From an optimization exercise on the open Yosys and OpenROAD flow, aimed at a short achievable clock period and few clock cycles; shortcuts taken in it are not production practice.
Where RTL was checked, it was by simulation tests only, not by an equivalence proof against the original.
Function not checked in run 4: the RTL went through the layout flow alone.
Power is estimated from default activity; no workload was simulated.

**config.mk**
```make
export PLATFORM = sky130hd
export DESIGN_NAME = cpu
export DESIGN_NICKNAME = cpu
export VERILOG_FILES = /design/flow/design.v
export SDC_FILE = /design/flow/constraint.sdc
export NUM_CORES = 4
export LEC_CHECK = 0
export CAP_MARGIN = 20
export CORE_MARGIN = 2
export CORE_UTILIZATION = 40
export SLEW_MARGIN = 20
```
**constraint.sdc**
```tcl
create_clock -name core_clock -period 7.0 [get_ports {clk}]
set_input_delay 1.4000 -clock core_clock [delete_from_list [all_inputs] [get_ports {clk}]]
set_output_delay 1.4000 -clock core_clock [all_outputs]
set_load 0.01 [all_outputs]
```
**design.v**
```verilog
module cpu
(
   input  wire       rst,
   input  wire       clk,
   input  wire [7:0] imem_data,
   output wire [7:0] imem_addr,
   output wire       dmem_port_write,
   output wire [7:0] dmem_port_wdata,
   input  wire [7:0] dmem_port_rdata,
   output wire [7:0] dmem_port_addr
);
reg  [7:0] fa;         
reg        ph;         
reg  [7:0] op;         
reg  [7:0] acc;        
reg  [7:0] zr;         
reg        cf;         
reg        pend_ld;    
reg        pend_alu;   
reg  [7:0] daddr;
reg  [7:0] wdata;
reg        we;
assign imem_addr       = fa;
assign dmem_port_addr  = daddr;
assign dmem_port_wdata = wdata;
assign dmem_port_write = we;
wire zf = ~|zr;
wire nf = zr[7];
wire o_ls    = (op[7:2] == 6'b000000);
wire o_alu   = (op[7:6] == 2'b01 || op[7:6] == 2'b10) && (op[5:3] == 3'b000);
wire o_jmp   = (op[7:2] == 6'b110000);
wire o_load  = o_ls & (op[1:0] == 2'd0);
wire o_loadi = o_ls & (op[1:0] == 2'd1);
wire o_store = o_ls & (op[1:0] == 2'd2);
wire o_stori = o_ls & (op[1:0] == 2'd3);
wire o_imm   = op[2];
function cond;
   input [1:0] j;
   input z, c, n;
   begin
      case (j)
      2'd0: cond = 1'b1;
      2'd1: cond = z;
      2'd2: cond = c;
      default: cond = n;
      endcase
   end
endfunction
wire [7:0] bop = ph ? imem_data : dmem_port_rdata;
wire       sub = op[0];
wire       cin = sub ? ~(op[1] & cf) : (op[1] & cf);
wire [8:0] sum = {1'b0, acc} + {1'b0, sub ? ~bop : bop} + {8'd0, cin};
reg  [7:0] lres;
always @(*) begin
   case (op[1:0])
   2'd0: lres = ~(acc & bop);
   2'd1: lres = ~(acc | bop);
   2'd2: lres = acc ^ bop;
   default: lres = ~(acc ^ bop);
   endcase
end
wire [7:0] ares = op[7] ? lres : sum[7:0];
wire       acar = ~op[7] & ~sub & sum[8];
wire [7:0] ni = imem_data;
wire n_used = (ni[7:2] == 6'b000000) ||
              (((ni[7:6] == 2'b01) || (ni[7:6] == 2'b10)) && (ni[5:3] == 3'b000)) ||
              (ni[7:2] == 6'b110000);
wire n_jc   = (ni[7:2] == 6'b110000) && (ni[1:0] != 2'd0);
wire skip   = ~n_used | (n_jc & ~pend_alu & ~cond(ni[1:0], zf, cf, nf));
wire taken  = o_jmp & cond(op[1:0], zf, cf, nf);
always @(posedge clk or posedge rst) begin
   if (rst) begin
      fa       <= 8'd0;
      ph       <= 1'b0;
      op       <= 8'd0;
      acc      <= 8'd0;
      zr       <= 8'd1;
      cf       <= 1'b0;
      pend_ld  <= 1'b0;
      pend_alu <= 1'b0;
      daddr    <= 8'd0;
      wdata    <= 8'd0;
      we       <= 1'b0;
   end
   else if (!ph) begin
      op       <= imem_data;
      pend_ld  <= 1'b0;
      pend_alu <= 1'b0;
      we       <= 1'b0;
      if (pend_ld)
         acc <= dmem_port_rdata;
      if (pend_alu) begin
         acc <= ares;
         zr  <= ares;
         cf  <= acar;
      end
      if (skip) begin
         fa <= fa + 8'd2;
      end
      else begin
         fa <= fa + 8'd1;
         ph <= 1'b1;
      end
   end
   else begin
      ph <= 1'b0;
      fa <= taken ? fa + imem_data : fa + 8'd1;
      if (o_loadi)
         acc <= imem_data;
      if (o_alu & o_imm) begin
         acc <= ares;
         zr  <= ares;
         cf  <= acar;
      end
      if (o_load | (o_alu & ~o_imm)) begin
         daddr    <= imem_data;
         pend_ld  <= o_load;
         pend_alu <= o_alu;
      end
      if (o_store) begin
         daddr <= imem_data;
         wdata <= acc;
         we    <= 1'b1;
      end
      if (o_stori) begin
         daddr <= acc;
         wdata <= imem_data;
         we    <= 1'b1;
      end
   end
end
endmodule
```
**run.sh**
```bash
#!/bin/bash
# synth_recipe.tcl (not shown) runs the flow's synth.tcl, then flattens the netlist and writes it again
# the make line also repeats each setting of config.mk as NAME=value (left out here)
make -C /OpenROAD-flow-scripts/flow DESIGN_CONFIG=/design/flow/config.mk WORK_HOME=/design/flow/orfs CLKGATE_MAP_FILE= SYNTH_SCRIPT=/design/flow/synth_recipe.tcl finish
```
==> metrics.log, run 1 <==
INFO  metric status = complete, no violations
INFO  metric clock_tree.htree_level_count = 2
INFO  metric ys_async_sr_fraction = 100.0%
INFO  metric post-route-period-util = roughly three fifths
INFO  metric synth.largest_area_cell = sky130_fd_sc_hd__dfrtp_1
INFO  metric totalWireLength = 10670 um
INFO  metric synthesis.nets = 528
INFO  metric die-height = 104.9 um
INFO  metric switching_power = about 0.53 mW
INFO  metric drt_pass1_iterations = 4
INFO  metric areal_power_density_over_the_cells = 285.4 nW/um^2
INFO  metric vdd.ir_drop.worst = about 0.17 mV
INFO  metric cts-root-to-sink-buffers = 2
INFO  metric clock_skews = 0.01277 ns
INFO  metric fmax = ~240 MHz
INFO  metric finalNetCount = around 560
INFO  metric final_max_slew_viol_count = 0
INFO  metric post_synth_main_area_contributors = sky130_fd_sc_hd__dfrtp_1 32%, sky130_fd_sc_hd__ha_1 11%, sky130_fd_sc_hd__mux2i_1 5.9%, sky130_fd_sc_hd__a21oi_1 4.7%, sky130_fd_sc_hd__nand2_1 4.3%
INFO  metric cts.hold.buffers_added = 0
INFO  metric post_cts_gate_resize_count = 0
INFO  metric syn_area_per_cell = 8.663 um^2
INFO  metric grt_setup_unrepaired = false
INFO  metric final-setup-viol-count = 0
INFO  metric power.share.clock = 18.7%
INFO  metric postSynth.topFlopCell = sky130_fd_sc_hd__dfrtp_1
INFO  metric worstPathRequired = 7.25 ns
INFO  metric gr-usage-all-layers = about a fifth
INFO  metric clockRootBuffer = sky130_fd_sc_hd__clkbuf_8
INFO  metric area_delta_synth_final = 16.35%
INFO  metric synth.cell_area = between 4000 and 5000 um^2
INFO  metric placed_area = 4599 um^2
INFO  metric worstRegToRegCells = 10
INFO  metric timing.critical_path.arrival = 4.46 ns
INFO  metric synth_edf_count = 0
INFO  metric place.detailed.hpwl = roughly 7500 um
INFO  metric maxUsedRoutingLayer = met4
INFO  metric maxCapViolCount = 0
INFO  metric syn-instance-count = 470
INFO  metric die_area = 11000 um^2
INFO  metric proportion_of_layout_cells_with_a_drive_suffix_above_1 = between 6 and 7%
INFO  metric ant_nets = 0
INFO  metric worstSetupEndpointType = flip-flop
INFO  metric buffers_added_on_ports = 42
INFO  metric swShare = 39.53%
INFO  metric timing.setup.critical_path_class = in -> reg
INFO  metric die_x = 104.9 um
INFO  metric io_pins = 43
INFO  metric fin_area = 4737 um^2
INFO  metric cts_post_setup_buffers_inserted = 0
INFO  metric grt_pass1_wl = roughly 18000 um
INFO  metric globalplace.congestion = 0.9208
INFO  metric met3RoutedLength = 427 um
INFO  metric grt_remaining_overflow = 0
INFO  metric cts_tree = yes
INFO  metric setup-tns-final = 0 ns
INFO  metric worst_slew_margin_rel = 44.86%
INFO  metric cts.sinks = 53
INFO  metric number_of_buffers_added_by_the_clock_tree_synthesis_step = 5
INFO  metric dr_wl_met2 = roughly 5000 um
INFO  metric coreArea = 9819 um^2
INFO  metric via_per_inst = about 5.6
INFO  metric post-synth-top-count-cell = sky130_fd_sc_hd__dfrtp_1
INFO  metric ys_seq_area_share = between 30% and 40%
INFO  metric synthDominantCellAreaShare = 31.96%
INFO  metric synth.lib_cells_used.distinct = 60
INFO  metric met1_routed_wirelength_after_detailed_routing = 4987 um
INFO  metric hold_class = reg -> reg
INFO  metric largest_net_degree_at_the_start_of_global_routing = 54
INFO  metric clk_latency = 0.32 ns
INFO  metric min_delay_path_depth = 1
INFO  metric leakage = around 2.0 nW
INFO  metric number_of_antenna_violations_at_the_first_check_in_global_routing = 0
INFO  metric avgRoutedWirePerCell = between 15 and 20 um
INFO  metric placement_rows = 36
INFO  metric grt_pass1_vias = ~3.7k
INFO  metric drtIter0Drc = 186
INFO  metric count_of_unresolved_drc_violations_after_routing = 0
INFO  metric most_common_library_cells_after_synthesis = 52 x sky130_fd_sc_hd__dfrtp_1, 47 x sky130_fd_sc_hd__nand2_1, 45 x sky130_fd_sc_hd__nor2_1
INFO  metric detailroute.via_count = between 3k and 4k
INFO  metric start_util = about two fifths
INFO  metric worst-path-max-fanout = 7
INFO  metric p_int = roughly 0.82 mW
INFO  metric synth.yosys.warnings = 1
INFO  metric antenna_cells_inserted = 0
INFO  metric pwr-share-comb = 45.6%
INFO  metric synth_seq_cells = 53
INFO  metric hold_violations = 0
INFO  metric fin_crit = between 4 and 5 ns
INFO  metric fraction_of_power_consumed_by_sequential_logic = 35.7%
INFO  metric clkTransAtPathRegs = roughly 0.11 ns
INFO  metric timing_worst_slew_pin_value = 0.8271 ns
INFO  metric timing.critical_path.from_type = primary input
cell families (layout without fill, tap and decap cells):
| group | after synthesis | after routing | synth area share (%) |
|---|---|---|---|
| AO/OA/AOI/OAI | 125 | 125 | 19.76 |
| XOR/XNOR | 25 | 25 | 5.378 |
| adder cells (fa/ha/maj) | 40 | 40 | 12.85 |
| buffers and inverters | 55 | 86 | 5.316 |
| flip-flops | 53 | 53 | 32.61 |
| multiplexers | 30 | 30 | 7.652 |
| AND/OR/NAND/NOR | 142 | 142 | 16.44 |
final cells by class:
cell class / count / area [um^2]
fill: 995 / 5082
multi-input combinational: 362 / 2531
sequential: 53 / 1328
timing repair buffer: 48 / 465.4
tap: 133 / 166.4
inverter: 30 / 112.6
clock buffer: 5 / 68.82
clock inverter: 3 / 65.06
layout by cell type, fill, tap and decap left out, types with 6 or more instances in the layout:
cell / n
sky130_fd_sc_hd__a21o_1: 8
sky130_fd_sc_hd__a21oi_1: 37
sky130_fd_sc_hd__a31oi_1: 6
sky130_fd_sc_hd__buf_4: 6
sky130_fd_sc_hd__clkdlybuf4s50_1: 42
sky130_fd_sc_hd__dfrtp_1: 52
sky130_fd_sc_hd__ha_1: 37
sky130_fd_sc_hd__inv_1: 28
sky130_fd_sc_hd__mux2i_1: 24
sky130_fd_sc_hd__nand2_1: 47
sky130_fd_sc_hd__nand3_1: 8
sky130_fd_sc_hd__nor2_1: 45
sky130_fd_sc_hd__nor2b_1: 10
sky130_fd_sc_hd__nor3_1: 10
sky130_fd_sc_hd__o211ai_1: 6
sky130_fd_sc_hd__o21ai_0: 25
sky130_fd_sc_hd__o22ai_1: 8
sky130_fd_sc_hd__xnor2_1: 17
sky130_fd_sc_hd__xor2_1: 8
state kept, by name (all words and copies together) (netlist names):
register and count:
acc 8, daddr 8, fa 8, op 8, wdata 8, zr 8, cf 1, pend_alu 1
pend_ld 1, ph 1, we 1
stage by stage:
stage                     setup WS (ns)  cells  hold WS (ns)  power, mW  utilization, %
after floorplan                   3.310    470        0.4666     0.9117               -
after global placement            2.579    626        0.4613      1.084           46.84
after detailed placement          2.502    626        0.4681      1.099           46.84
after CTS                         2.820    634        0.4817      1.357           48.20
after global routing              2.628    634        0.4946      1.466           48.24
final                             2.786    634        0.4854      1.352           48.24
critical path, stage by stage:
cell                              delay (ns)
sky130_fd_sc_hd__clkdlybuf4s50_1        0.57
sky130_fd_sc_hd__mux2i_1                0.35
sky130_fd_sc_hd__xnor2_1                0.14
sky130_fd_sc_hd__fa_1                   0.45
sky130_fd_sc_hd__fa_1                   0.43
sky130_fd_sc_hd__a21o_1                 0.19
sky130_fd_sc_hd__a21o_1                 0.21
sky130_fd_sc_hd__a211o_1                0.29
sky130_fd_sc_hd__o311a_1                0.13
sky130_fd_sc_hd__a21o_1                 0.17
sky130_fd_sc_hd__a31oi_1                0.13
routing by layer:
layer,vias up,GRT usage [%]
met3,18,3.681
met4,0,6.095
met1,1728,26.46
met2,81,33.67
met5,-,0
li1,1713,-
power by group through the flow:
| stage | Clock [mW] | Sequential (mW) | Combinational, mW |
|---|---|---|---|
| 2_1_floorplan | 0 | 0.458 | 0.454 |
| 3_3_place_gp | 0 | 0.486 | 0.598 |
| 3_5_place_dp | 0 | 0.489 | 0.610 |
| 4_1_cts | 0.257 | 0.483 | 0.618 |
| 5_1_grt | 0.268 | 0.498 | 0.701 |
| 6_report | 0.253 | 0.483 | 0.616 |
worst paths after layout:
path / start / endpoint / slack, ns
worst min register to register: fa[7] / fa[7] / 0.49
worst min-delay path: fa[7] / fa[7] / 0.49
worst max register to register: op[0] / acc[6] / 3.69
worst max-delay path: imem_data[0] / acc[6] / 2.79
max in group asynchronous: rst / fa[2] / 4.92
min in group asynchronous: rst / wdata[4] / 1.59
Testbench counts, summed over its fixed seeds: cycles 125,497.
==> run 2, diff against run 1 <==
--- a/config.mk
+++ b/config.mk
@@ -8,4 +8,5 @@
 export CAP_MARGIN = 20
 export CORE_MARGIN = 2
 export CORE_UTILIZATION = 40
+export SETUP_SLACK_MARGIN = 4.2
 export SLEW_MARGIN = 20
==> run 2 against run 1 <==
  * Global-route usage up 1.1 points
  * Area after synthesis unchanged
  * Wire length is 7.5% higher
  * Combinational power is 38% higher
  * Still clean
  * Sequential share of layout area down 3.3 points
  * Final cell count is 6.0% higher
==> metrics.log, run 2 <==
INFO  metric synth.largest_area_cell = sky130_fd_sc_hd__dfrtp_1
INFO  metric totalWireLength = 11470 um (+7.5%)
INFO  metric via_per_inst = 5.530 (-0.96%)
INFO  metric synth_mux_area_share = 7.652% (unchanged)
INFO  metric proportion_of_layout_cells_with_a_drive_suffix_above_1 = 25.79% (+19 points)
INFO  metric cts.sinks = 53 (unchanged)
INFO  metric synthesis.nets = 528 (unchanged)
INFO  metric timing.critical_path.arrival = 3.62 ns (-0.84 ns)
INFO  metric hold_class = reg -> reg
INFO  metric timing.setup.critical_path_class = in -> reg
INFO  metric critical-path-slowest-cell = sky130_fd_sc_hd__fa_2
INFO  metric syn-instance-count = 470 (unchanged)
INFO  metric timing_worst_slew_pin_value = 0.7725 ns (-0.05458 ns)
INFO  metric antenna_cells_inserted = 0 (unchanged)
INFO  metric timing.critical_path.buf_inv = 7 (+6)
INFO  metric worst_setup_path_startpoint = dmem_port_rdata[0]
INFO  metric gr-usage-all-layers = 21.22% (+1.1 points)
INFO  metric timing.critical_path.from_type = primary input
INFO  metric place.detailed.hpwl = 7686 um (+1.8%)
INFO  metric die_area = 11000 um^2 (unchanged)
INFO  metric final_max_slew_viol_count = 0 (unchanged)
INFO  metric synth.cell_area = 4071 um^2 (unchanged)
INFO  metric crit_path_cell_trace = buf_8 > mux2i_4 > xnor2_2 > fa_2 > buf_4 > buf_6 > buf_6 > buf_6 > buf_6 > nand3_4 > a21oi_4 > mux2i_2 > a2111oi_4 > buf_4 > a21o_1
INFO  metric leakage = 2.310 nW (+13%)
INFO  metric detailroute.via_count = 3716 (+5.0%)
INFO  metric layout.cells.most_common = sky130_fd_sc_hd__nand2_1
INFO  metric coreArea = 9819 um^2 (unchanged)
INFO  metric cts_tree = yes
INFO  metric number_of_buffers_added_by_the_clock_tree_synthesis_step = 5 (unchanged)
INFO  metric crit_top_cell = sky130_fd_sc_hd__buf_6
INFO  metric hold-worst-slack = 0.4715 ns (-0.01390 ns)
INFO  metric clk_latency = 0.32 ns (about the same)
INFO  metric post_synth_main_area_contributors = sky130_fd_sc_hd__dfrtp_1 32%, sky130_fd_sc_hd__ha_1 11%, sky130_fd_sc_hd__mux2i_1 5.9%, sky130_fd_sc_hd__a21oi_1 4.7%, sky130_fd_sc_hd__nand2_1 4.3%
INFO  metric grt_remaining_overflow = 0 (unchanged)
INFO  metric most_common_library_cells_after_synthesis = 52 x sky130_fd_sc_hd__dfrtp_1, 47 x sky130_fd_sc_hd__nand2_1, 45 x sky130_fd_sc_hd__nor2_1
INFO  metric worst_slew_margin_rel = 48.50% (+3.6 points)
INFO  metric synth.lib_cells_used.distinct = 60 (unchanged)
INFO  metric maxCapViolCount = 0 (unchanged)
INFO  metric ant_nets = 0 (unchanged)
INFO  metric postSynth.topFlopCell = sky130_fd_sc_hd__dfrtp_1
INFO  metric placement_rows = 36 (unchanged)
INFO  metric grt_pass1_vias = 3811 (+4.0%)
INFO  metric fmax = 298.0 MHz (+26%)
INFO  metric avgRoutedWirePerCell = 17.07 um (+1.4%)
INFO  metric ys_seq_area_share = 32.61% (unchanged)
INFO  metric worstRegToRegCells = 15 (+5)
INFO  metric synth_edf_count = 0 (unchanged)
INFO  metric min_delay_path_depth = 1 (unchanged)
INFO  metric cts-root-to-sink-buffers = 2 (unchanged)
INFO  metric status = complete, no violations
INFO  metric synth_compound_area_share = 19.76% (unchanged)
INFO  metric vdd.ir_drop.worst = 0.2083 mV (+20%)
INFO  metric combinational_family_with_the_most_area_after_synthesis = compound AO/OA/AOI/OAI gates
INFO  metric syn_area_per_cell = 8.663 um^2 (unchanged)
INFO  metric clock_skews = 0.008872 ns (-0.003903 ns)
INFO  metric fin_area = 5411 um^2 (+14%)
INFO  metric placed_area = 4711 um^2 (+2.4%)
INFO  metric count_of_unresolved_drc_violations_after_routing = 0 (unchanged)
INFO  metric globalplace.congestion = 0.8456 (-8.2%)
INFO  metric synth.yosys.warnings = 1 (unchanged)
INFO  metric worst-path-stages = 15 (+4)
INFO  metric post-route-period-util = 47.93% (-12 points)
INFO  metric cts.hold.buffers_added = 0 (unchanged)
INFO  metric clockRootBuffer = sky130_fd_sc_hd__clkbuf_8
INFO  metric synth-adder-area-share = 12.85% (unchanged)
INFO  metric post-synth-top-count-cell = sky130_fd_sc_hd__dfrtp_1
INFO  metric largest_net_degree_at_the_start_of_global_routing = 54 (unchanged)
INFO  metric drt_pass1_iterations = 5 (+1)
INFO  metric io_pins = 43 (unchanged)
INFO  metric ys_async_sr_fraction = 100.0% (unchanged)
INFO  metric worstSetupEndpointType = flip-flop
INFO  metric die-height = 104.9 um (unchanged)
INFO  metric synth_seq_cells = 53 (unchanged)
INFO  metric crit_path_max_incr_delay = 0.38 ns (-0.19 ns)
INFO  metric yosys.area_share.xor_xnor = 5.378% (unchanged)
INFO  metric ff2ff_setup_slack = 3.75 ns (+0.06 ns)
INFO  metric worstPathRequired = 7.26 ns (about the same)
INFO  metric area_delta_synth_final = 32.91%
INFO  metric hold_end = fa[7]
INFO  metric buffers_added_on_ports = 42 (unchanged)
INFO  metric areal_power_density_over_the_cells = 281.5 nW/um^2 (-1.4%)
INFO  metric grt_pass1_wl = 19010 um (+5.6%)
INFO  metric fin_crit = 3.355 ns (-0.8582 ns)
INFO  metric drtIter0Drc = 160 (-14%)
INFO  metric regToRegStartpoint = ph
INFO  metric start_util = 41.46% (unchanged)
INFO  metric worstReg2RegEnd = zr[5]
INFO  metric setup-tns-final = 0 ns (unchanged)
INFO  metric most-common-layout-cells = 45 x sky130_fd_sc_hd__nand2_1, 43 x sky130_fd_sc_hd__nor2_1, 43 x sky130_fd_sc_hd__dfrtp_1, 37 x sky130_fd_sc_hd__buf_4, 33 x sky130_fd_sc_hd__a21oi_1
INFO  metric final-setup-viol-count = 0 (unchanged)
INFO  metric worst-path-max-fanout = 3 (-4)
INFO  metric crit_family = buffers and inverters
INFO  metric finalNetCount = 596 (+6.8%)
INFO  metric number_of_antenna_violations_at_the_first_check_in_global_routing = 0 (unchanged)
INFO  metric hold_violations = 0 (unchanged)
INFO  metric die_x = 104.9 um (unchanged)
INFO  metric grt_setup_unrepaired = true
INFO  metric yosys.area_share.simple = 16.44% (unchanged)
INFO  metric clkTransAtPathRegs = 0.11 ns (about the same)
INFO  metric min_from = fa[7]
INFO  metric synthDominantCellAreaShare = 31.96% (unchanged)
INFO  metric clock_tree.htree_level_count = 2 (unchanged)
run 2: logic make-up after synthesis:
logic type | count (synthesis)
mux | 30
compound gates | 125
fa+ha+maj | 40
xor+xnor | 25
simple gates | 142
buf+inv | 55
flops | 53
run 2: area by class of cell:
| cell class | instances | area, um^2 |
|---|---|---|
| Tap cell | 133 | 166.4 |
| Sequential cell | 53 | 1339 |
| Multi-Input combinational cell | 362 | 2902 |
| Clock buffer | 5 | 68.82 |
| Inverter | 30 | 112.6 |
| Timing Repair Buffer | 86 | 797.0 |
| Clock inverter | 3 | 26.28 |
| Fill cell | 936 | 4408 |
run 2: what timing repair did:
action	in CTS	in global routing
endpoints found under the setup margin	30	42
pin swaps	34	14
endpoints found under the hold margin	0	0
setup buffers	30	8
gates resized for setup	113	26
run 2: metal layers:
layer	wire [um]	part of all wire [%]	global-route usage, %
met5	0	0	0
met1	5001	44	27.63
met4	111	0.97	4.190
met3	440	3.8	2.620
met2	5917	52	37.85
run 2: power breakdown:
| group | switching (mW) | leakage, nW | internal, mW |
|---|---|---|---|
| Combinational | 0.410 | 1.68 | 0.439 |
| Clock | 0.116 | 0.0487 | 0.0734 |
| Sequential | 0.105 | 0.577 | 0.380 |
| Total | 0.631 | 2.31 | 0.892 |
run 2: worst max path at each step:
stage	endpoint	slack [ns]
floorplan	acc[6]	3.53
global placement	acc[6]	2.74
detailed placement	acc[6]	2.69
CTS	acc[6]	3.59
global route	acc[6]	3.57
finish	zr[5]	3.64
run 2: stage by stage:
stage	std cells	util, %	setup slack (ns)	power [mW]
2_1_floorplan	470	-	3.529	0.9347
3_3_place_gp	626	47.97	2.744	1.110
3_5_place_dp	626	47.97	2.691	1.124
4_1_cts	664	52.91	3.588	1.426
5_1_grt	672	55.11	3.572	1.643
6_report	672	55.11	3.645	1.523
==> run 3, diff against run 2 <==
--- a/config.mk
+++ b/config.mk
@@ -5,8 +5,9 @@
 export SDC_FILE = /design/flow/constraint.sdc
 export NUM_CORES = 4
 export LEC_CHECK = 0
+export ABC_CLOCK_PERIOD_IN_PS = 2300
 export CAP_MARGIN = 20
 export CORE_MARGIN = 2
 export CORE_UTILIZATION = 40
-export SETUP_SLACK_MARGIN = 4.2
+export SETUP_SLACK_MARGIN = 4.7
 export SLEW_MARGIN = 20
==> run 3 against run 2 <==
  * Still clean
  * Maximum frequency down 0.53%
  * Count of clock-buffer cells in the layout unchanged
  * Die area unchanged
  * Combinational power up 9.7%
  * Register-to-register slack better by 0.19 ns
  * Final area up 4.9%
  * Largest cell class unchanged
==> metrics.log, run 3 <==
INFO  metric maxUsedRoutingLayer = met4
INFO  metric min_delay_path_depth = 2 (+1)
INFO  metric syn_area_per_cell = 8.663 um^2 (unchanged)
INFO  metric setup-tns-final = 0 ns (unchanged)
INFO  metric hold_class = reg -> reg
INFO  metric number_of_buffers_added_by_the_clock_tree_synthesis_step = 5 (unchanged)
INFO  metric ff2ff_setup_slack = 3.94 ns (+0.19 ns)
INFO  metric final-setup-viol-count = 0 (unchanged)
INFO  metric worstSetupEndpointType = flip-flop
INFO  metric placed_area = 4776 um^2 (+1.4%)
INFO  metric synthDominantCellAreaShare = 31.96% (unchanged)
INFO  metric critical-path-slowest-cell = sky130_fd_sc_hd__fa_2
INFO  metric crit_top_cell = sky130_fd_sc_hd__a21o_1
INFO  metric post-route-util = 57.79% (+2.7 points)
INFO  metric timing.critical_path.from_type = primary input
INFO  metric grt_pass1_vias = 3779 (-0.84%)
INFO  metric synth_edf_count = 0 (unchanged)
INFO  metric maxCapViolCount = 0 (unchanged)
INFO  metric die_area = 11000 um^2 (unchanged)
INFO  metric worst_setup_path_startpoint = dmem_port_rdata[0]
INFO  metric io_pins = 43 (unchanged)
INFO  metric pwr-share-comb = 58.8% (+3.1 points)
INFO  metric place_ws = 2.712 ns (+0.02184 ns)
INFO  metric status = complete, no violations
INFO  metric grt_setup_unrepaired = true
INFO  metric most-common-layout-cells = 52 x sky130_fd_sc_hd__buf_4, 44 x sky130_fd_sc_hd__nand2_1, 42 x sky130_fd_sc_hd__dfrtp_1, 41 x sky130_fd_sc_hd__nor2_1, 33 x sky130_fd_sc_hd__a21oi_1
INFO  metric totalWireLength = 12310 um (+7.3%)
INFO  metric synth.yosys.warnings = 1 (unchanged)
INFO  metric hold_violations = 0 (unchanged)
INFO  metric ant_nets = 0 (unchanged)
INFO  metric final_max_slew_viol_count = 0 (unchanged)
INFO  metric clock_skews = 0.01680 ns (+0.007926 ns)
INFO  metric placement_rows = 36 (unchanged)
INFO  metric proportion_of_layout_cells_with_a_drive_suffix_above_1 = 36.74% (+11 points)
INFO  metric clockRootBuffer = sky130_fd_sc_hd__clkbuf_8
INFO  metric die_x = 104.9 um (unchanged)
INFO  metric met3RoutedLength = 465 um (+5.7%)
INFO  metric clkTransAtPathRegs = 0.12 ns (about the same)
INFO  metric timing.critical_path.arrival = 3.63 ns (about the same)
INFO  metric postSynth.topFlopCell = sky130_fd_sc_hd__dfrtp_1
INFO  metric clock_tree.htree_level_count = 2 (unchanged)
INFO  metric power.share.clock = 11.8% (-0.7 points)
INFO  metric clk_latency = 0.32 ns (about the same)
INFO  metric worst_slew_margin_rel = 34.81% (-14 points)
INFO  metric synth.lib_cells_used.distinct = 60 (unchanged)
INFO  metric dr_wl_met2 = 6029 um (+1.9%)
INFO  metric cts.hold.buffers_added = 0 (unchanged)
INFO  metric postLayoutSetupSlackWorst = 3.627 ns (-0.01781 ns)
INFO  metric switching_power = 0.6673 mW (+5.7%)
INFO  metric worst-path-max-fanout = 3 (unchanged)
INFO  metric globalplace.congestion = 0.8280 (-2.1%)
INFO  metric drtIter0Drc = 173 (+8.1%)
INFO  metric met1_routed_wirelength_after_detailed_routing = 5483 um (+9.6%)
INFO  metric post_synth_main_area_contributors = sky130_fd_sc_hd__dfrtp_1 32%, sky130_fd_sc_hd__ha_1 11%, sky130_fd_sc_hd__mux2i_1 5.9%, sky130_fd_sc_hd__a21oi_1 4.7%, sky130_fd_sc_hd__nand2_1 4.3%
INFO  metric timing.setup.critical_path_class = in -> reg
INFO  metric timing_worst_slew_pin_value = 0.9743 ns (+0.2017 ns)
INFO  metric hold-worst-slack = 0.4897 ns (+0.01810 ns)
INFO  metric ys_async_sr_fraction = 100.0% (unchanged)
INFO  metric synth.cell_area = 4071 um^2 (unchanged)
INFO  metric crit_path_max_incr_delay = 0.38 ns (about the same)
INFO  metric areal_power_density_over_the_cells = 278.8 nW/um^2 (-0.96%)
INFO  metric hold_end = wdata[6]
INFO  metric regToRegStartpoint = ph
INFO  metric swShare = 42.18% (+0.76 points)
INFO  metric min_from = wdata[6]
INFO  metric post-synth-top-count-cell = sky130_fd_sc_hd__dfrtp_1
INFO  metric crit_path_cell_trace = buf_8 > mux2i_4 > xnor2_2 > fa_2 > fa_2 > a21o_1 > a21o_1 > a211o_1 > o311a_1 > a21o_1 > a31oi_1
INFO  metric grt_remaining_overflow = 0 (unchanged)
INFO  metric detailroute.via_count = 3822 (+2.9%)
INFO  metric number_of_antenna_violations_at_the_first_check_in_global_routing = 0 (unchanged)
INFO  metric fin_crit = 3.373 ns (+0.01781 ns)
INFO  metric leakage = 2.401 nW (+3.9%)
INFO  metric synth_seq_cells = 53 (unchanged)
INFO  metric cts_tree = yes
INFO  metric worstReg2RegEnd = acc[6]
INFO  metric layout.filler_cells = 923 (-1.4%)
INFO  metric worstRegToRegCells = 11 (-4)
INFO  metric largest_net_degree_at_the_start_of_global_routing = 54 (unchanged)
INFO  metric via_per_inst = 5.531 (about the same)
INFO  metric p_int = 0.9147 mW (+2.5%)
INFO  metric antenna_cells_inserted = 0 (unchanged)
INFO  metric post-route-period-util = 48.19% (+0.25 points)
INFO  metric cts-root-to-sink-buffers = 2 (unchanged)
INFO  metric grt_pass1_wl = 19730 um (+3.8%)
INFO  metric place.detailed.hpwl = 7950 um (+3.4%)
INFO  metric cts.sinks = 53 (unchanged)
INFO  metric vdd.ir_drop.worst = 0.1749 mV (-16%)
INFO  metric start_util = 41.46% (unchanged)
INFO  metric avgRoutedWirePerCell = 17.81 um (+4.3%)
INFO  metric synthesis.nets = 528 (unchanged)
INFO  metric die-height = 104.9 um (unchanged)
INFO  metric drt_pass1_iterations = 4 (-1)
INFO  metric fin_area = 5674 um^2 (+4.9%)
INFO  metric synth.largest_area_cell = sky130_fd_sc_hd__dfrtp_1
INFO  metric area_delta_synth_final = 39.37%
INFO  metric layout.cells.most_common = sky130_fd_sc_hd__buf_4
INFO  metric count_of_unresolved_drc_violations_after_routing = 0 (unchanged)
INFO  metric finalNetCount = 615 (+3.2%)
INFO  metric gr-usage-all-layers = 22.47% (+1.2 points)
INFO  metric ys_seq_area_share = 32.61% (unchanged)
INFO  metric coreArea = 9819 um^2 (unchanged)
INFO  metric most_common_library_cells_after_synthesis = 52 x sky130_fd_sc_hd__dfrtp_1, 47 x sky130_fd_sc_hd__nand2_1, 45 x sky130_fd_sc_hd__nor2_1
INFO  metric fraction_of_power_consumed_by_sequential_logic = 29.4% (-2.4 points)
INFO  metric worstPathRequired = 7.25 ns (about the same)
INFO  metric fmax = 296.5 MHz (-0.53%)
INFO  metric syn-instance-count = 470 (unchanged)
INFO  metric buffers_added_on_ports = 42 (unchanged)
[run 3: changes by cell type in the layout (fill, tap and decap cells not counted), moves of 4 or more]
cell / delta
sky130_fd_sc_hd__clkdlybuf4s50_1: -25
sky130_fd_sc_hd__clkinvlp_4: +4
sky130_fd_sc_hd__buf_6: +8
sky130_fd_sc_hd__ha_1: -7
sky130_fd_sc_hd__buf_2: +22
sky130_fd_sc_hd__buf_4: +15
sky130_fd_sc_hd__ha_4: +6
[run 3: cells by family (layout without fill, tap and decap cells)]
logic type | after synthesis | in the layout | synth area share [%]
AO/OA/AOI/OAI | 125 | 125 | 19.76
XOR/XNOR | 25 | 25 | 5.378
adder cells (fa/ha/maj) | 40 | 40 | 12.85
buffers and inverters | 55 | 143 | 5.316
flip-flops | 53 | 53 | 32.61
multiplexers | 30 | 30 | 7.652
AND/OR/NAND/NOR | 142 | 142 | 16.44
[run 3: critical path: cells and delay by family]
family	cells	cell delay, ns
buffers and inverters	1	0.10
adders and majority gates	2	0.74
muxes	1	0.19
AOI/OAI and AO/OA	6	1.09
xor gates and xnor gates	1	0.09
[run 3: layer usage]
| metal | vias to the layer above | GRT usage [%] |
|---|---|---|
| met5 | - | 0 |
| met4 | 0 | 7.238 |
| met3 | 24 | 2.807 |
| met2 | 95 | 37.99 |
| met1 | 1874 | 29.83 |
| li1 | 1829 | - |
[run 3: final cells by class]
type / count / area, um^2 / share of cell area [%]
multi-input combinational: 362 / 3099 / 54.62
clock buffer: 5 / 68.82 / 1.213
timing repair buffer: 105 / 850.8 / 14.99
tap: 133 / 166.4 / 2.933
clock inverter: 3 / 22.52 / 0.3969
inverter: 30 / 121.4 / 2.139
sequential: 53 / 1345 / 23.70
[run 3: stage by stage]
step	std cells	power, mW
6_report	691	1.582
5_1_grt	691	1.694
4_1_cts	677	1.471
3_5_place_dp	625	1.167
3_3_place_gp	625	1.147
2_1_floorplan	470	0.9606
[run 3: repair_timing]
item / in CTS / in global routing
setup buffers: 44 / 14
setup endpoints to repair: 68 / 58
pin swaps: 42 / 17
resized for setup: 233 / 49
[run 3: worst max-delay path by stage]
stage / end / slack [ns]
after global routing: acc[6] / 3.53
after floorplan: acc[6] / 3.53
after CTS: acc[6] / 3.58
after global placement: acc[6] / 2.75
final: acc[6] / 3.63
after detailed placement: acc[6] / 2.71
[run 3: power groups by stage]
stage          clock network, mW  registers, mW  logic (mW)
2_1_floorplan                  0          0.463       0.498
4_1_cts                    0.191          0.461       0.819
3_3_place_gp                   0          0.497       0.649
3_5_place_dp                   0          0.501       0.666
6_report                   0.187          0.465       0.931
5_1_grt                    0.202          0.473        1.02
==> run 4, diff against run 3 <==
--- a/design.v
+++ b/design.v
@@ -46,10 +46,42 @@
       endcase
    end
 endfunction
+function [8:0] ks_add;
+   input [7:0] a;
+   input [7:0] b;
+   input       ci;
+   reg   [7:0] g, p, g1, p1, g2, p2, g3;
+   integer i;
+   begin
+      g = a & b;
+      p = a ^ b;
+      g[0] = g[0] | (p[0] & ci);
+      for (i = 0; i < 8; i = i + 1) begin
+         g1[i] = (i >= 1) ? (g[i] | (p[i] & g[i-1])) : g[i];
+         p1[i] = (i >= 1) ? (p[i] & p[i-1]) : p[i];
+      end
+      for (i = 0; i < 8; i = i + 1) begin
+         g2[i] = (i >= 2) ? (g1[i] | (p1[i] & g1[i-2])) : g1[i];
+         p2[i] = (i >= 2) ? (p1[i] & p1[i-2]) : p1[i];
+      end
+      for (i = 0; i < 8; i = i + 1) begin
+         g3[i] = (i >= 4) ? (g2[i] | (p2[i] & g2[i-4])) : g2[i];
+      end
+      ks_add = {g3[7], p ^ {g3[6:0], ci}};
+   end
+endfunction
+function [7:0] ks_tgt;
+   input [7:0] a;
+   input [7:0] b;
+   reg   [8:0] r;
+   begin
+      r      = ks_add(a, b, 1'b0);
+      ks_tgt = r[7:0];
+   end
+endfunction
 wire [7:0] bop = ph ? imem_data : dmem_port_rdata;
 wire       sub = op[0];
-wire       cin = sub ? ~(op[1] & cf) : (op[1] & cf);
-wire [8:0] sum = {1'b0, acc} + {1'b0, sub ? ~bop : bop} + {8'd0, cin};
+wire [8:0] sum = ks_add(sub ? ~acc : acc, bop, op[1] & cf);
 reg  [7:0] lres;
 always @(*) begin
    case (op[1:0])
@@ -59,7 +91,7 @@
    default: lres = ~(acc ^ bop);
    endcase
 end
-wire [7:0] ares = op[7] ? lres : sum[7:0];
+wire [7:0] ares = op[7] ? lres : sub ? ~sum[7:0] : sum[7:0];
 wire       acar = ~op[7] & ~sub & sum[8];
 wire [7:0] ni = imem_data;
 wire n_used = (ni[7:2] == 6'b000000) ||
@@ -104,7 +136,7 @@
    end
    else begin
       ph <= 1'b0;
-      fa <= taken ? fa + imem_data : fa + 8'd1;
+      fa <= taken ? ks_tgt(fa, imem_data) : fa + 8'd1;
       if (o_loadi)
          acc <= imem_data;
       if (o_alu & o_imm) begin
==> config.mk (replaced) <==
export PLATFORM = sky130hd
export DESIGN_NAME = cpu
export DESIGN_NICKNAME = cpu
export VERILOG_FILES = /design/flow/design.v
export SDC_FILE = /design/flow/constraint.sdc
export NUM_CORES = 4
export LEC_CHECK = 0
export CAP_MARGIN = 20
export CORE_MARGIN = 2
export CORE_UTILIZATION = 40
export SETUP_SLACK_MARGIN = 4.5
export SLEW_MARGIN = 20
==> run 4 against run 3 <==
  * Still clean on timing, DRC and antenna
  * Maximum frequency grew 4.4%
  * Clock power grew 24%
  * Global-route usage shrank 0.11 points
  * Flip-flop and latch count is the same
  * Worst hold slack lost 0.015 ns
  * Power shrank 1.6%
  * Largest cell class unchanged
  * Highest routed layer unchanged
==> metrics.log, run 4 <==
INFO  metric worst-path-stages = 10 (-1)
INFO  metric hold_violations = 0 (unchanged)
INFO  metric maxCapViolCount = 0 (unchanged)
INFO  metric count_of_unresolved_drc_violations_after_routing = 0 (unchanged)
INFO  metric syn-instance-count = 488 (+3.8%)
INFO  metric grt_setup_unrepaired = true
INFO  metric critical-path-slowest-cell = sky130_fd_sc_hd__or4_4
INFO  metric timing.critical_path.arrival = 3.49 ns (-0.14 ns)
INFO  metric hold-worst-slack = 0.4745 ns (-0.01516 ns)
INFO  metric ys_seq_area_share = 31.72% (-0.89 points)
INFO  metric die_area = 11300 um^2 (+2.7%)
INFO  metric timing.critical_path.buf_inv = 1 (unchanged)
INFO  metric yosys.area_share.xor_xnor = 6.697% (+1.3 points)
INFO  metric crit_top_cell = sky130_fd_sc_hd__fa_2
INFO  metric timing_worst_slew_pin_value = 0.9539 ns (-0.02034 ns)
INFO  metric timing.setup.critical_path_class = in -> reg
INFO  metric synth.largest_area_cell = sky130_fd_sc_hd__dfrtp_1
INFO  metric avgRoutedWirePerCell = 17.11 um (-3.9%)
INFO  metric hold_class = reg -> reg
INFO  metric postLayoutSetupSlackWorst = 3.770 ns (+0.1434 ns)
INFO  metric io_pins = 43 (unchanged)
INFO  metric finalNetCount = 629 (+2.3%)
INFO  metric number_of_buffers_added_by_the_clock_tree_synthesis_step = 5 (unchanged)
INFO  metric drtIter0Drc = 195 (+13%)
INFO  metric postSynth.topFlopCell = sky130_fd_sc_hd__dfrtp_1
INFO  metric cts-root-to-sink-buffers = 2 (unchanged)
INFO  metric crit_path_max_incr_delay = 0.51 ns (+0.13 ns)
INFO  metric fin_crit = 3.230 ns (-0.1434 ns)
INFO  metric final_max_slew_viol_count = 0 (unchanged)
INFO  metric globalplace.congestion = 0.8333 (+0.64%)
INFO  metric synth.cell_area = 4185 um^2 (+2.8%)
INFO  metric detailroute.via_count = 3903 (+2.1%)
INFO  metric min_delay_path_depth = 1 (-1)
INFO  metric grt_pass1_vias = 3809 (+0.79%)
INFO  metric areal_power_density_over_the_cells = 272.8 nW/um^2 (-2.1%)
INFO  metric coreArea = 10230 um^2 (+4.2%)
INFO  metric most_common_library_cells_after_synthesis = 55 x sky130_fd_sc_hd__nand2_1, 55 x sky130_fd_sc_hd__nor2_1, 52 x sky130_fd_sc_hd__dfrtp_1
INFO  metric cts.sinks = 53 (unchanged)
INFO  metric synth.lib_cells_used.distinct = 58 (-3.3%)
INFO  metric crit_family = adder cells
INFO  metric synthDominantCellAreaShare = 31.09% (-0.87 points)
INFO  metric die_x = 106.3 um (+1.3%)
INFO  metric clock_skews = 0.009882 ns (-0.006915 ns)
INFO  metric number_of_antenna_violations_at_the_first_check_in_global_routing = 0 (unchanged)
INFO  metric proportion_of_layout_cells_with_a_drive_suffix_above_1 = 28.10% (-8.6 points)
INFO  metric start_util = 40.91% (-0.56 points)
INFO  metric grt_remaining_overflow = 0 (unchanged)
INFO  metric combinational_family_with_the_most_area_after_synthesis = compound AO/OA/AOI/OAI gates
INFO  metric post_synth_main_area_contributors = sky130_fd_sc_hd__dfrtp_1 31%, sky130_fd_sc_hd__ha_1 11%, sky130_fd_sc_hd__nand2_1 4.9%, sky130_fd_sc_hd__nor2_1 4.9%, sky130_fd_sc_hd__xor2_1 4.0%
INFO  metric grt_pass1_wl = 19820 um (+0.45%)
INFO  metric worst-path-max-fanout = 2 (-1)
INFO  metric ant_nets = 0 (unchanged)
INFO  metric die-height = 106.3 um (+1.3%)
INFO  metric place_ws = 2.616 ns (-0.09595 ns)
INFO  metric placement_rows = 37 (+2.8%)
INFO  metric synth.yosys.warnings = 1 (unchanged)
INFO  metric place.detailed.hpwl = 7868 um (-1.0%)
INFO  metric post-route-period-util = 46.14% (-2.0 points)
INFO  metric via_per_inst = 5.505 (-0.47%)
INFO  metric cts_tree = yes
INFO  metric clockRootBuffer = sky130_fd_sc_hd__clkbuf_8
INFO  metric syn_area_per_cell = 8.576 um^2 (-1.0%)
INFO  metric timing.critical_path.from_type = primary input
INFO  metric crit_path_cell_trace = buf_8 > mux2i_4 > fa_2 > fa_2 > nor2b_2 > o21a_1 > o21ai_2 > mux2i_1 > or4_4 > a31oi_1
INFO  metric synth-adder-area-share = 12.20% (-0.65 points)
INFO  metric synth_edf_count = 0 (unchanged)
INFO  metric ys_async_sr_fraction = 100.0% (unchanged)
INFO  metric synth_seq_cells = 53 (unchanged)
INFO  metric gr-usage-all-layers = 22.35% (-0.11 points)
INFO  metric status = complete, no violations
INFO  metric leakage = 2.427 nW (+1.1%)
INFO  metric synth_mux_area_share = 5.172% (-2.5 points)
INFO  metric synth_compound_area_share = 21.17% (+1.4 points)
INFO  metric post-route-util = 55.79% (-2.0 points)
INFO  metric clock_tree.htree_level_count = 2 (unchanged)
INFO  metric worstSetupEndpointType = flip-flop
INFO  metric drt_pass1_iterations = 4 (unchanged)
INFO  metric worstPathRequired = 7.26 ns (about the same)
INFO  metric setup-tns-final = 0 ns (unchanged)
INFO  metric layout.cells.most_common = sky130_fd_sc_hd__nand2_1
INFO  metric worst_slew_margin_rel = 36.17% (+1.4 points)
INFO  metric largest_net_degree_at_the_start_of_global_routing = 54 (unchanged)
INFO  metric buffers_added_on_ports = 42 (unchanged)
INFO  metric worstRegToRegCells = 10 (-1)
INFO  metric totalWireLength = 12130 um (-1.4%)
INFO  metric vdd.ir_drop.worst = 0.1232 mV (-30%)
INFO  metric area_delta_synth_final = 36.38%
INFO  metric final-setup-viol-count = 0 (unchanged)
INFO  metric yosys.area_share.simple = 17.79% (+1.3 points)
INFO  metric clk_latency = 0.33 ns (about the same)
INFO  metric antenna_cells_inserted = 0 (unchanged)
INFO  metric fmax = 309.6 MHz (+4.4%)
INFO  metric clkTransAtPathRegs = 0.11 ns (about the same)
INFO  metric synthesis.nets = 545 (+3.2%)
INFO  metric most-common-layout-cells = 55 x sky130_fd_sc_hd__nand2_1, 53 x sky130_fd_sc_hd__nor2_1, 45 x sky130_fd_sc_hd__dfrtp_1, 40 x sky130_fd_sc_hd__buf_4, 29 x sky130_fd_sc_hd__dlygate4sd2_1
## run 4: layout make-up
cell class	instances	area (um^2)
well taps	136	170.2
repair buffers	99	902.1
flip-flops and latches	53	1336
multi-input cells	381	3035
fillers	913	4523
clock inverters	2	37.54
clock buffers	6	82.58
inverters	32	143.9
## run 4: logic make-up (layout without fill, tap and decap cells)
kind of cell | count (synthesis) | in the layout
compound gates | 130 | 130
xor+xnor | 32 | 32
fa+ha+maj | 39 | 39
buf+inv | 54 | 139
flops | 53 | 53
mux | 21 | 21
simple gates | 159 | 159
## run 4: path summary, 6_finish.rpt
kind	startpoint	to	slack [ns]
max in group asynchronous	rst	fa[0]	4.87
worst min-delay path	fa[7]	fa[7]	0.47
min in group asynchronous	rst	fa[7]	1.62
worst max-delay path	dmem_port_rdata[0]	acc[6]	3.77
worst max register to register	op[0]	acc[6]	3.91
worst min register to register	fa[7]	fa[7]	0.47
## run 4: stage by stage
| stage | cells | power (mW) | area, um^2 |
|---|---|---|---|
| floorplan | 488 | 0.9610 | 4347 |
| global placement | 650 | 1.144 | 4882 |
| detailed placement | 650 | 1.163 | 4882 |
| CTS | 699 | 1.517 | 5552 |
| global route | 709 | 1.678 | 5708 |
| finish | 709 | 1.557 | 5708 |
## run 4: what timing repair did
action,in CTS,in global routing
endpoints found under the setup margin,63,38
setup buffers,41,10
hold buffers,0,0
gates resized for setup,147,22
pin swaps,38,27
## run 4: worst register-to-register path, cell delays in order, from the launching register on
cell and delay (ns):
sky130_fd_sc_hd__dfrtp_1 0.34, sky130_fd_sc_hd__buf_4 0.46, sky130_fd_sc_hd__xnor2_1 0.22, sky130_fd_sc_hd__fa_2 0.44, sky130_fd_sc_hd__fa_2 0.41, sky130_fd_sc_hd__nor2b_2 0.12
sky130_fd_sc_hd__o21a_1 0.18, sky130_fd_sc_hd__o21ai_2 0.08, sky130_fd_sc_hd__mux2i_1 0.12, sky130_fd_sc_hd__or4_4 0.51, sky130_fd_sc_hd__a31oi_1 0.14
## run 4: power breakdown
part / total, mW / internal [mW] / leakage, nW / switching [mW]
sequential: 0.451 / 0.378 / 0.575 / 0.0726
clock: 0.231 / 0.116 / 0.0574 / 0.115
combinational: 0.875 / 0.434 / 1.79 / 0.442
total: 1.56 / 0.929 / 2.43 / 0.629
## run 4: per-layer routing
| layer | vias to the layer above | part of all wire, % | wire length (um) | global-route usage, % |
|---|---|---|---|---|
| li1 | 1896 | - | - | - |
| met1 | 1919 | 47 | 5680 | 31.09 |
| met2 | 77 | 48 | 5873 | 36.26 |
| met3 | 11 | 3.4 | 414 | 2.943 |
| met4 | 0 | 1.3 | 161 | 6.767 |
| met5 | - | 0 | 0 | 0 |

-- afterwards: timing with drivers on the ports --
How much do the figures lean on ideal ports? The routed layouts below were timed once more, with nothing changed but the port constraints.
Step 1 sets driving cells, clkbuf_16 on the clock port and buf_2 on the other inputs (assumed; they add their load-dependent delay and slew).
Step 2 also shifts input and output timing later by t, the mid clock arrival at the registers, as if the neighbouring blocks saw the same clock.
a / b / c = ideal ports / drivers / drivers and shift; a / b = the first two.
run	shift t [ns]	setup WS [ns]	hold slack, ns	worst setup path after step 2	cell pins on the clock port's net
run 1	0.346	2.786 / 2.796 / 2.451	0.485 / 0.485 / 0.485	input to register	1
run 2	0.339	3.645 / 3.623 / 3.284	0.472 / 0.472 / 0.472	input to register	1
run 3	0.348	3.627 / 3.615 / 3.267	0.490 / 0.490 / 0.490	input to register	1
run 4	0.361	3.770 / 3.744 / 3.383	0.474 / 0.474 / 0.474	input to register	1
After both steps every run listed still meets setup and hold. The setup slack of run 4, which loses most, moves by -0.026 ns with the drivers and by -0.387 ns with both steps.
